What follows belongs to an exercise in optimizing a design on an open flow for small area, a short achievable clock period and few clock cycles; a production flow would make more cautious choices.
The RTL was checked by simulation tests, not by an equivalence proof against the original design.

== old ==
==> module proc, before the edit <==
module proc (
  input         clk,
  input         rst,
  output [15:0] imem_addr,
  input  [15:0] imem_rdata,
  input         imem_ready,
  output [15:0] dmem_addr,
  output [15:0] dmem_wdata,
  output        dmem_rd,
  output        dmem_wr,
  input  [15:0] dmem_rdata,
  input         dmem_ready,
  output        halt);
  localparam [15:0] NOP = 16'h0800;
  reg [15:0] ir;
  reg [15:0] pc2;
  reg f_pcrel, f_rfmt, f_inv, f_jmp, f_br, f_ld, f_st;
  reg [15:0] r0, r1, r2, r3, r4, r5, r6, r7;
  wire [4:0] op = ir[15:11];
  wire [1:0] fn = ir[1:0];
  wire op_halt  = (op == 5'b00000);
  wire op_j     = (op == 5'b00100);
  wire op_jr    = (op == 5'b00101);
  wire op_jal   = (op == 5'b00110);
  wire op_jalr  = (op == 5'b00111);
  wire op_addi  = (op == 5'b01000);
  wire op_subi  = (op == 5'b01001);
  wire op_xori  = (op == 5'b01010);
  wire op_andni = (op == 5'b01011);
  wire op_br    = (op[4:2] == 3'b011);
  wire op_st    = (op == 5'b10000);
  wire op_ld    = (op == 5'b10001);
  wire op_slbi  = (op == 5'b10010);
  wire op_stu   = (op == 5'b10011);
  wire op_shi   = (op[4:2] == 3'b101);
  wire op_lbi   = (op == 5'b11000);
  wire op_btr   = (op == 5'b11001);
  wire op_shr   = (op == 5'b11010);
  wire op_ar    = (op == 5'b11011);
  wire op_set   = (op[4:2] == 3'b111);
  wire op_mem   = f_ld | f_st;
  wire rfmt     = f_rfmt;                          
  wire inv      = f_inv;                           
  wire imm8f    = op_jr | op_jalr | op_lbi;        
  wire zx5      = op_xori | op_andni;
  wire [15:0] imm = imm8f ? {{8{ir[7]}}, ir[7:0]}
                          : {{11{ir[4] & ~zx5}}, ir[4:0]};
  function [15:0] rsel;
    input [2:0] s;
    input [15:0] a0, a1, a2, a3, a4, a5, a6, a7;
    case (s)
      3'd0: rsel = a0; 3'd1: rsel = a1; 3'd2: rsel = a2; 3'd3: rsel = a3;
      3'd4: rsel = a4; 3'd5: rsel = a5; 3'd6: rsel = a6; default: rsel = a7;
    endcase
  endfunction
  reg  [15:0] rs, rt;
  wire [15:0] rfa = rsel(imem_rdata[10:8], r0, r1, r2, r3, r4, r5, r6, r7);
  wire [15:0] rfb = rsel(imem_rdata[7:5],  r0, r1, r2, r3, r4, r5, r6, r7);
  wire pcrel = f_pcrel;
  wire [15:0] boff = (op_j | op_jal) ? {{5{ir[10]}}, ir[10:0]} : {{8{ir[7]}}, ir[7:0]};
  wire [15:0] y = rfmt ? rt : pcrel ? boff : imm;
  wire [15:0] x = pcrel ? pc2 : rs ^ {16{inv}};
  wire [16:0] sum;
  cla16 add (.a(x), .b(y), .ci(inv), .s(sum[15:0]), .co(sum[16]));
  wire [3:0] cnt  = op_shr ? rt[3:0] : ir[3:0];
  wire [1:0] sk   = op_shr ? fn : op[1:0];         
  wire [3:0] lamt = sk[1] ? (4'd0 - cnt) : cnt;
  wire [31:0] dbl = {rs, rs} << lamt;
  wire [15:0] rot = dbl[31:16];
  wire [15:0] mask_l = 16'hffff << cnt;
  wire [15:0] mask_r = 16'hffff >> cnt;
  wire [15:0] smask = ~sk[0] ? 16'hffff : sk[1] ? mask_r : mask_l;
  wire [15:0] shres = rot & smask;
  wire [15:0] xr = rs ^ y;
  wire eq  = ~|xr;
  wire ovf = (rt[15] ^ rs[15]) & (sum[15] ^ rt[15]);
  wire ge  = ~(sum[15] ^ ovf);                     
  reg setbit;
  always @* begin
    case (op[1:0])
      2'b00: setbit = eq;
      2'b01: setbit = ge & ~eq;                    
      2'b10: setbit = ge;                          
      default: setbit = sum[16];                   
    endcase
  end
  wire [15:0] btr;
  genvar g;
  generate for (g = 0; g < 16; g = g + 1) begin : rev
    assign btr[g] = rs[15 - g];
  end endgenerate
  wire arith = op_addi | op_subi | (op_ar & ~fn[1]) | op_stu;
  wire lxor  = op_xori | (op_ar & fn == 2'b10);
  wire landn = op_andni | (op_ar & fn == 2'b11);
  wire shf   = op_shi | op_shr;
  wire link  = op_jal | op_jalr;
  wire [15:0] res =
      ({16{arith}}  & sum[15:0])
    | ({16{lxor}}   & xr)
    | ({16{landn}}  & (rs & ~y))
    | ({16{shf}}    & shres)
    | ({16{op_set}} & {15'b0, setbit})
    | ({16{op_btr}} & btr)
    | ({16{op_lbi}} & imm)
    | ({16{op_slbi}} & {rs[7:0], ir[7:0]})
    | ({16{link}}   & pc2)
    | ({16{op_ld}}  & dmem_rdata);
  wire misal = op_mem & sum[0];
  assign dmem_addr  = {sum[15:1], 1'b0};
  assign dmem_wdata = rt;
  assign dmem_rd    = f_ld & ~sum[0];
  assign dmem_wr    = f_st & ~sum[0];
  wire stop = op_halt | misal;
  wire hold = stop | ((dmem_rd | dmem_wr) & ~dmem_ready);
  assign halt = stop;
  wire wr = arith | lxor | landn | shf | op_set | op_btr | op_lbi | op_slbi | link | op_ld;
  wire [2:0] wsel = link ? 3'd7
                  : (op_lbi | op_slbi | op_stu) ? ir[10:8]
                  : (rfmt | op_btr) ? ir[4:2]
                  : ir[7:5];
  wire we = wr & ~hold;
  always @(posedge clk) begin
    if (we && wsel == 3'd0) r0 <= res;
    if (we && wsel == 3'd1) r1 <= res;
    if (we && wsel == 3'd2) r2 <= res;
    if (we && wsel == 3'd3) r3 <= res;
    if (we && wsel == 3'd4) r4 <= res;
    if (we && wsel == 3'd5) r5 <= res;
    if (we && wsel == 3'd6) r6 <= res;
    if (we && wsel == 3'd7) r7 <= res;
  end
  wire taken = f_br & (op[1] ? (rs[15] ^ op[0]) : ((rs == 16'b0) ^ op[0]));
  wire [15:0] nxt = (taken | f_jmp) ? sum[15:0] : pc2;
  assign imem_addr = {nxt[15:1], 1'b0};
  wire [15:0] fi = imem_rdata;
  wire [4:0] fo = fi[15:11];
  wire [4:0] fop = imem_ready ? fo : NOP[15:11];
  always @(posedge clk) begin
    if (!hold) begin
      rs <= (wr && wsel == imem_rdata[10:8]) ? res : rfa;
      rt <= (wr && wsel == imem_rdata[7:5])  ? res : rfb;
      ir[10:0] <= fi[10:0];
      f_pcrel <= (fo[4:2] == 3'b011) | (fo == 5'b00100) | (fo == 5'b00110);
      f_rfmt  <= (fo == 5'b11011) | (fo == 5'b11010) | (fo[4:2] == 3'b111);
      f_inv   <= (fo == 5'b01001) | (fo == 5'b11011 && fi[1:0] == 2'b01)
               | (fo == 5'b11101) | (fo == 5'b11110);
    end
    if (rst) begin
      ir[15:11] <= NOP[15:11];
      pc2 <= 16'h0000;
      {f_jmp, f_br, f_ld, f_st} <= 4'b0;
    end else if (!hold) begin
      ir[15:11] <= fop;
      pc2 <= imem_ready ? nxt + 16'd2 : nxt;
      f_jmp   <= (fop[4:2] == 3'b001);
      f_br    <= (fop[4:2] == 3'b011);
      f_ld    <= (fop == 5'b10001);
      f_st    <= (fop == 5'b10000) | (fop == 5'b10011);
    end
  end
endmodule
Settings: LEC_CHECK=0, ABC_AREA=1, CAP_MARGIN=20, CORE_MARGIN=2, CORE_UTILIZATION=60, SETUP_SLACK_MARGIN=4, SLEW_MARGIN=20; clock period 10.0 ns.
standard.sh (not shown) runs the stock make flow with config.mk's settings and CLKGATE_MAP_FILE= SYNTH_SCRIPT=/design/flow/synth_recipe.tcl, a recipe that flattens the netlist after the stock synthesis.
==> flow/flow/run.sh <==
#!/bin/bash
# The standard layout, with two changes: ports are buffered with buf_1 cells
# (instead of the clkdlybuf4s50_1 that buffer_ports picks by default), and
# the resizer may change a cell's footprint when it sizes cells up or down.
set -euo pipefail
bash standard.sh MATCH_CELL_FOOTPRINT=0 "BUFFER_PORTS_ARGS=-buffer_cell sky130_fd_sc_hd__buf_1" finish > flow_make.log 2>&1
Testbench counts of old, summed over its fixed seeds: cycles 20,438.
Input-level comparison between new and old:
--- a/flow/design.v
+++ b/flow/design.v
@@ -173,28 +173,28 @@
   wire [15:0] nxt = (taken | f_jmp) ? sum[15:0] : pc2;
   assign imem_addr = {nxt[15:1], 1'b0};
-  wire [15:0] fi = imem_rdata;
-  wire [4:0] fo = fi[15:11];
-  wire [4:0] fop = imem_ready ? fo : NOP[15:11];
+  wire [15:0] fi = imem_ready ? imem_rdata : NOP;
   always @(posedge clk) begin
     if (!hold) begin
       rs <= (wr && wsel == imem_rdata[10:8]) ? res : rfa;
       rt <= (wr && wsel == imem_rdata[7:5])  ? res : rfb;
-      ir[10:0] <= fi[10:0];
+    end
+  end
+  wire [4:0] fo = fi[15:11];
+  always @(posedge clk) begin
+    if (rst) begin
+      ir  <= NOP;
+      pc2 <= 16'h0000;
+      {f_pcrel, f_rfmt, f_inv, f_jmp, f_br, f_ld, f_st} <= 7'b0;
+    end else if (!hold) begin
+      ir  <= fi;
+      pc2 <= imem_ready ? nxt + 16'd2 : nxt;
       f_pcrel <= (fo[4:2] == 3'b011) | (fo == 5'b00100) | (fo == 5'b00110);
       f_rfmt  <= (fo == 5'b11011) | (fo == 5'b11010) | (fo[4:2] == 3'b111);
       f_inv   <= (fo == 5'b01001) | (fo == 5'b11011 && fi[1:0] == 2'b01)
                | (fo == 5'b11101) | (fo == 5'b11110);
-    end
-    if (rst) begin
-      ir[15:11] <= NOP[15:11];
-      pc2 <= 16'h0000;
-      {f_jmp, f_br, f_ld, f_st} <= 4'b0;
-    end else if (!hold) begin
-      ir[15:11] <= fop;
-      pc2 <= imem_ready ? nxt + 16'd2 : nxt;
-      f_jmp   <= (fop[4:2] == 3'b001);
-      f_br    <= (fop[4:2] == 3'b011);
-      f_ld    <= (fop == 5'b10001);
-      f_st    <= (fop == 5'b10000) | (fop == 5'b10011);
+      f_jmp   <= (fo[4:2] == 3'b001);
+      f_br    <= (fo[4:2] == 3'b011);
+      f_ld    <= (fo == 5'b10001);
+      f_st    <= (fo == 5'b10000) | (fo == 5'b10011);
     end
   end
Results
- Diff old..new | clock tree buffer count of the final layout | unchanged
- new vs old: core utilization of the finished layout up
- Of new and old, the higher wire length on met3 belongs to old.
- Any difference in highest clock rate between new and old is small enough to ignore.
- Lower die height among new and old: old
- Taking old as the reference, in new synthesized-area fraction occupied by and/or/nand/nor cells up 0.34 points, number of synthesized flops with an enable pin down 14, hold slack down 0.024 ns, wire length up 1.9%.
Testbench counts of new, summed over its fixed seeds: cycles 20,438.

[what the ideal ports hide]
How much do the figures lean on ideal ports? The routed layouts below were timed once more, with nothing changed but the port constraints. Step 1 (the two cells are an assumption about what drives the block):
set clk [get_ports {clk}]
set_driving_cell -lib_cell sky130_fd_sc_hd__clkbuf_16 $clk
set_driving_cell -lib_cell sky130_fd_sc_hd__buf_2 [delete_from_list [all_inputs] $clk]
Step 2 moves the port delays by t, midway between the first and last clock arrival at a register: inputs arrive t later, outputs are due t later. That takes back most of the time a late clock gives input paths. a / b / c = ideal / step 1 / step 2; a / b = the first two.
run | t, ns | slack for setup (ns) | hold slack, ns | latest minus earliest clock arrival (ns)
old | 0.495 | 4.192 / 4.141 / 4.636 | 0.507 / 0.507 / 0.507 | 0.030 / 0.029
new | 0.500 | 4.208 / 4.161 / 4.661 | 0.483 / 0.483 / 0.483 | 0.025 / 0.025
After both steps every run listed still meets setup and hold.
